Context: an optimization exercise on an open-source flow, tuned for small area, a short achievable clock period and few clock cycles per item. The choices shown serve that exercise and are no tape-out recipe. Where RTL was checked, it was by simulation tests only, not by an equivalence proof against the original. Power is estimated from default activity; no workload was simulated.

## before
==> flow/design.v <==
`timescale 1ns / 1ps
module mul_ctrl
(
    input               clk,
    input               rst_b,
    input               start,
    output reg          done,
    output reg [7:0]    g_addra,
    input      [63:0]   g_douta,
    output reg [7:0]    g_addrb,
    input      [63:0]   g_doutb,
    output reg [6:0]    h_addra,
    input      [13:0]   h_douta,
    output reg          f_wea,
    output reg [7:0]    f_addra,
    output     [63:0]   f_dina,
    input      [63:0]   f_douta
    );
localparam [2:0] IDLE  = 3'd0,
                 FILL1 = 3'd1,
                 FILL2 = 3'd2,
                 RUN1  = 3'd3,   
                 RUN2  = 3'd4,   
                 RUN3  = 3'd5,   
                 FIN   = 3'd6;   
reg  [2:0]  state;
reg  [7:0]  w;           
wire [7:0]  ph  = h_douta[13:6];
wire [5:0]  pl  = h_douta[5:0];
wire        nzl = |pl;
wire        split = ((ph == w) & nzl) | ((w == 8'd158) & (ph == 8'd0) & (pl <= 6'd12));
wire [6:0]  h_inc = (h_addra == 7'd70) ? 7'd0 : h_addra + 7'd1;
wire [6:0]  h_dec = (h_addra == 7'd0) ? 7'd70 : h_addra - 7'd1;
wire        last_term  = (h_addra == 7'd1);   
wire        first_term = (h_addra == 7'd2);   
reg  [2:0]  kind;        
reg  [8:0]  dq;          
reg  [5:0]  plq;
reg         firstq;
always @(posedge clk) begin
    if (!rst_b) begin
        state   <= IDLE;
        kind    <= IDLE;
    end
    else begin
        kind    <= state;
        case (state)
            IDLE: begin
                if (start) begin
                    state   <= FILL1;
                    h_addra <= 7'd0;
                    w       <= 8'd0;
                end
            end
            FILL1: begin
                h_addra <= 7'd1;
                state   <= FILL2;
            end
            FILL2: begin
                h_addra <= 7'd2;
                state   <= RUN1;
            end
            RUN1: begin
                if (split) begin
                    h_addra <= h_dec;
                    state   <= RUN2;
                end
                else begin
                    h_addra <= h_inc;
                    if (last_term) begin
                        w <= w + 8'd1;
                        if (w == 8'd158)
                            state <= FIN;
                    end
                end
            end
            RUN2: begin
                h_addra <= h_inc;
                state   <= RUN3;
            end
            RUN3: begin
                h_addra <= h_inc;
                state   <= RUN1;
                if (last_term) begin
                    w <= w + 8'd1;
                    if (w == 8'd158)
                        state <= FIN;
                end
            end
            FIN: begin
                state   <= IDLE;
            end
            default: begin
                state   <= IDLE;
            end
        endcase
    end
end
always @(posedge clk) begin
    dq      <= {1'b0, w} - {1'b0, ph} - {8'd0, nzl};
    plq     <= pl;
    firstq  <= first_term;
end
wire        neg = dq[8];
wire        nzq = |plq;
wire        cc  = nzq & (plq <= 6'd51);
wire [7:0]  a_n = dq[7:0] + 8'd158 + {7'd0, cc};
wire [7:0]  b_n = dq[7:0] + 8'd159 + {7'd0, cc};
wire [7:0]  a   = neg ? a_n : dq[7:0];
wire [7:0]  b   = neg ? b_n : dq[7:0] + 8'd1;
wire        sp_b = neg ? (dq[7:0] + {7'd0, cc} == 8'd0) : (dq[7:0] == 8'd158);
wire [5:0]  o   = neg ? 6'd51 - plq : 6'd0 - plq;
reg         type_b;      
reg         nowr;        
reg  [5:0]  off1, off2, off3;
reg  [3:0]  off4;
reg         um1, um2, um3;
reg         first1, first2, first3, first4;
always @(posedge clk) begin
    if (!rst_b) begin
        first1  <= 1'b0;
    end
    else begin
        case (kind)
            RUN1: begin
                g_addra <= a;
                g_addrb <= sp_b ? 8'd0 : b;
                off1    <= o;
                um1     <= 1'b0;
                first1  <= firstq;
                type_b  <= sp_b;
            end
            RUN2: begin
                g_addrb <= 8'd0;
                off1    <= off1 + 6'd13;
                um1     <= 1'b1;
                first1  <= 1'b0;
            end
            RUN3: begin
                g_addrb <= 8'd0;
                off1    <= type_b ? off1 + 6'd51 : 6'd0;
                um1     <= 1'b1;
                first1  <= 1'b0;
            end
            FIN: begin
                off1    <= 6'd0;
                um1     <= 1'b1;
                first1  <= 1'b1;
            end
            default: begin
                first1  <= 1'b0;
            end
        endcase
    end
end
always @(posedge clk) begin
    if (!rst_b) begin
        first2  <= 1'b0;
        first3  <= 1'b0;
        f_wea   <= 1'b0;
        done    <= 1'b0;
    end
    else begin
        first2  <= first1;
        first3  <= first2;
        f_wea   <= first3 & ~nowr;
        done    <= first3 & ~nowr & (state == IDLE);
        if (state == IDLE && start)
            nowr <= 1'b1;
        else if (first3)
            nowr <= 1'b0;
        if (first3 & ~nowr)
            f_addra <= f_addra - 8'd1;
        else if ((kind == RUN1 && firstq) || kind == FIN)
            f_addra <= w;
    end
end
wire [127:0] x = {g_douta & {64{~um3}}, g_doutb};
wire [94:0]  y5 = off3[5] ? x[95:1]  : x[127:33];
wire [78:0]  y4 = off3[4] ? y5[78:0] : y5[94:16];
reg  [78:0]  ya;
wire [70:0]  y3 = off4[3] ? ya[70:0] : ya[78:8];
wire [66:0]  y2 = off4[2] ? y3[66:0] : y3[70:4];
wire [64:0]  y1 = off4[1] ? y2[64:0] : y2[66:2];
wire [63:0]  y0 = off4[0] ? y1[63:0] : y1[64:1];
reg  [63:0]  acc;
always @(posedge clk) begin
    off2    <= off1;
    off3    <= off2;
    off4    <= off3[3:0];
    um2     <= um1;
    um3     <= um2;
    first4  <= first3;
    ya      <= y4;
    acc     <= (first4 ? f_douta : acc) ^ y0;
end
assign f_dina = {acc[63:13], acc[12:0] & {13{f_addra != 8'd158}}};
endmodule
`timescale 1ns / 1ps
module bike_mul
#(  parameter               G_ADDR_W = 8,
    parameter               G_DAT_W = 64,
    parameter               H_ADDR_W = 7,
    parameter               H_DAT_W = 14
    )
(
    input                   clk,
    input                   rst_b,
    input                   start,
    output                  done,
    output [G_ADDR_W-1:0]   g_addra,
    input  [G_DAT_W-1:0]    g_douta,
    output [G_ADDR_W-1:0]   g_addrb,
    input  [G_DAT_W-1:0]    g_doutb,
    output [H_ADDR_W-1:0]   h_addra,
    input  [H_DAT_W-1:0]    h_douta,
    output                  f_wea,
    output [G_ADDR_W-1:0]   f_addra,
    output [G_DAT_W-1:0]    f_dina,
    input  [G_DAT_W-1:0]    f_douta
    );
mul_ctrl mul0_ctrl (
    .clk        (clk),
    .rst_b      (rst_b),
    .start      (start),
    .done       (done),
    .g_addra    (g_addra),
    .g_douta    (g_douta),
    .g_addrb    (g_addrb),
    .g_doutb    (g_doutb),
    .h_addra    (h_addra),
    .h_douta    (h_douta),
    .f_wea      (f_wea),
    .f_addra    (f_addra),
    .f_dina     (f_dina),
    .f_douta    (f_douta)
    );
endmodule
clock: 8.0 ns
lec_check: 0
abc_clock_period_in_ps: 2500
cap_margin: 20
core_margin: 2
core_utilization: 40
place_density: 0.6
setup_slack_margin: 5
slew_margin: 20
run.sh (not shown) runs the stock make flow with config.mk's settings and CLKGATE_MAP_FILE= SYNTH_SCRIPT=/design/flow/synth_recipe.tcl, a recipe that flattens the netlist after the stock synthesis.
Edits applied to the flow inputs when going from before to after:
- ABC_CLOCK_PERIOD_IN_PS: 2500 -> unset
- SETUP_SLACK_MARGIN: 5 -> unset
Notes after the runs:
- Changes observed in after relative to before: die area neither gained nor lost much, fraction of final layout cells sized beyond drive strength 1 lost 6.7 points.
- before has lower maximum fanout encountered on the critical timing path than after.
- Compared with before, after shows a sequential share of layout area that is 0.70 points higher.
- In after, the signal arrival time at the worst endpoint came out 0.70 ns above the value in before.
No functional check of the RTL was part of any run of this note.


== v58 ==
Another version of the RTL of bike_mul (not shown whole).
Size: ~1300 cells after synthesis, ~250 flip-flops.
export LEC_CHECK = 0
export CAP_MARGIN = 20
export CORE_MARGIN = 2
export CORE_UTILIZATION = 40
export PLACE_DENSITY = 0.6
export SETUP_SLACK_MARGIN = 5
export SLEW_MARGIN = 20
create_clock -name core_clock -period 8.0 [get_ports {clk}]
standard.sh (not shown) runs the stock make flow with config.mk's settings and CLKGATE_MAP_FILE= SYNTH_SCRIPT=/design/flow/synth_recipe.tcl, a recipe that flattens the netlist after the stock synthesis.
==> flow/flow/run.sh <==
#!/bin/bash
# The standard layout, with the port buffers made of buf_1 cells instead of
# the clkdlybuf4s50_1 cells buffer_ports picks by default, a clock tree
# without dummy loads and with clusters of up to 24 sinks, and repair_timing aiming at a 2.6 ns cycle.
set -euo pipefail
bash standard.sh "BUFFER_PORTS_ARGS=-buffer_cell sky130_fd_sc_hd__buf_1" \
  "CTS_ARGS=-sink_clustering_enable -repair_clock_nets -dont_use_dummy_load -sink_clustering_size 24 -sink_clustering_max_diameter 80" \
  "SETUP_SLACK_MARGIN=5.4" \
  finish > standard_flow.log 2>&1
No stage failed in v58, and the final checks on the layout all came back clean.
Testbench counts of v58, summed over its fixed seeds: cycles 207,147, mults 18.
The following lists how v34 was set up differently from v58:
==> flow/flow/run.sh <==
#!/bin/bash
# The standard layout, with the port buffers made of buf_1 cells instead of
# the clkdlybuf4s50_1 cells buffer_ports picks by default, a clock tree
# without dummy loads and with clusters of up to 24 sinks, and repair_timing aiming at a 2.5 ns cycle.
set -euo pipefail
bash standard.sh "BUFFER_PORTS_ARGS=-buffer_cell sky130_fd_sc_hd__buf_1" \
  "CTS_ARGS=-sink_clustering_enable -repair_clock_nets -dont_use_dummy_load -sink_clustering_size 24 -sink_clustering_max_diameter 80" \
  "SETUP_SLACK_MARGIN=5.5" \
  finish > standard_flow.log 2>&1
==> notes.md <==
Count of instances resized after the clock tree is built (v34 / v58): 3.9
Setup slack ends up higher on v34.
Between v58 and v34, the difference in via count is negligible.
v34 against v58; wire length per cell is up slightly.
v58 reports its beginning of the critical path as mul0_ctrl.acc[35]$_DFF_P_ while v34 reports mul0_ctrl.acc[31]$_DFF_P_.
Per the comparison of v34 with v58, portion of the clock cycle consumed by the worst path in the final layout did not really move, power density normalized to cell area climbed about 1.5%, non-clock buffer count shows an increase of 7, sum of routed wire length over all layers increased by 1.5% relative to the old numbers.
> inputs changed (v34 -> v15)
==> flow/flow/run.sh <==
#!/bin/bash
# The standard layout, with the port buffers made of buf_1 cells instead of
# the clkdlybuf4s50_1 cells buffer_ports picks by default, a clock tree
# without dummy loads and with clusters of up to 30 sinks, and repair_timing aiming at a 2.7 ns cycle.
set -euo pipefail
bash standard.sh "BUFFER_PORTS_ARGS=-buffer_cell sky130_fd_sc_hd__buf_1" \
  "CTS_ARGS=-sink_clustering_enable -repair_clock_nets -dont_use_dummy_load -sink_clustering_size 30 -sink_clustering_max_diameter 100" \
  "SETUP_SLACK_MARGIN=5.3" \
  finish > standard_flow.log 2>&1
==> comparison <==
Delta (v15 minus v34): global-route usage moved down; flip-flop and latch area moved down; post-layout net count moved down; total power lower.
v34 -> v15: boundary pin count delta 0, exact match
v15 vs v34: synthesis-to-layout area growth down in v15
For the worst setup slack, v15 came in 0.084 ns lower than v34 did.

port drivers added, routing unchanged:
The results above use ideal ports. As a check the final layouts listed here were re-extracted and re-timed, cells and wires unchanged.
Step 1 sets driving cells, clkbuf_16 on the clock port and buf_2 on the other inputs (assumed; they add their load-dependent delay and slew).
Step 2, shift: input delay + t, output delay - t, t = (earliest + latest rising clock arrival at the registers) / 2. This alone moves slack from input paths to output paths.
a / b / c = no drivers / after step 1 / after step 2; a / b = the first two.
| run | shift t [ns] | setup WS [ns] | worst hold slack (ns) | worst setup path at the end | worst register clock-pin slew, ns |
|---|---|---|---|---|---|
| before | 0.601 | 4.512 / 4.459 / 4.322 | 0.324 / 0.324 / 0.324 | input to register | 0.07 / 0.07 |
| after | 0.591 | 3.806 / 3.754 / 3.734 | 0.314 / 0.314 / 0.314 | input to register | 0.07 / 0.07 |
| v58 | 0.532 | 5.433 / 5.384 / 5.252 | 0.327 / 0.327 / 0.327 | input to register | 0.10 / 0.10 |
| v34 | 0.530 | 5.438 / 5.389 / 5.249 | 0.327 / 0.327 / 0.327 | input to register | 0.09 / 0.09 |
| v15 | 0.533 | 5.354 / 5.305 / 5.226 | 0.331 / 0.331 / 0.331 | input to register | 0.11 / 0.11 |
After both steps every run listed still meets setup and hold. For before, which loses most, drivers alone change the setup slack by -0.053 ns; drivers and shift together by -0.190 ns.
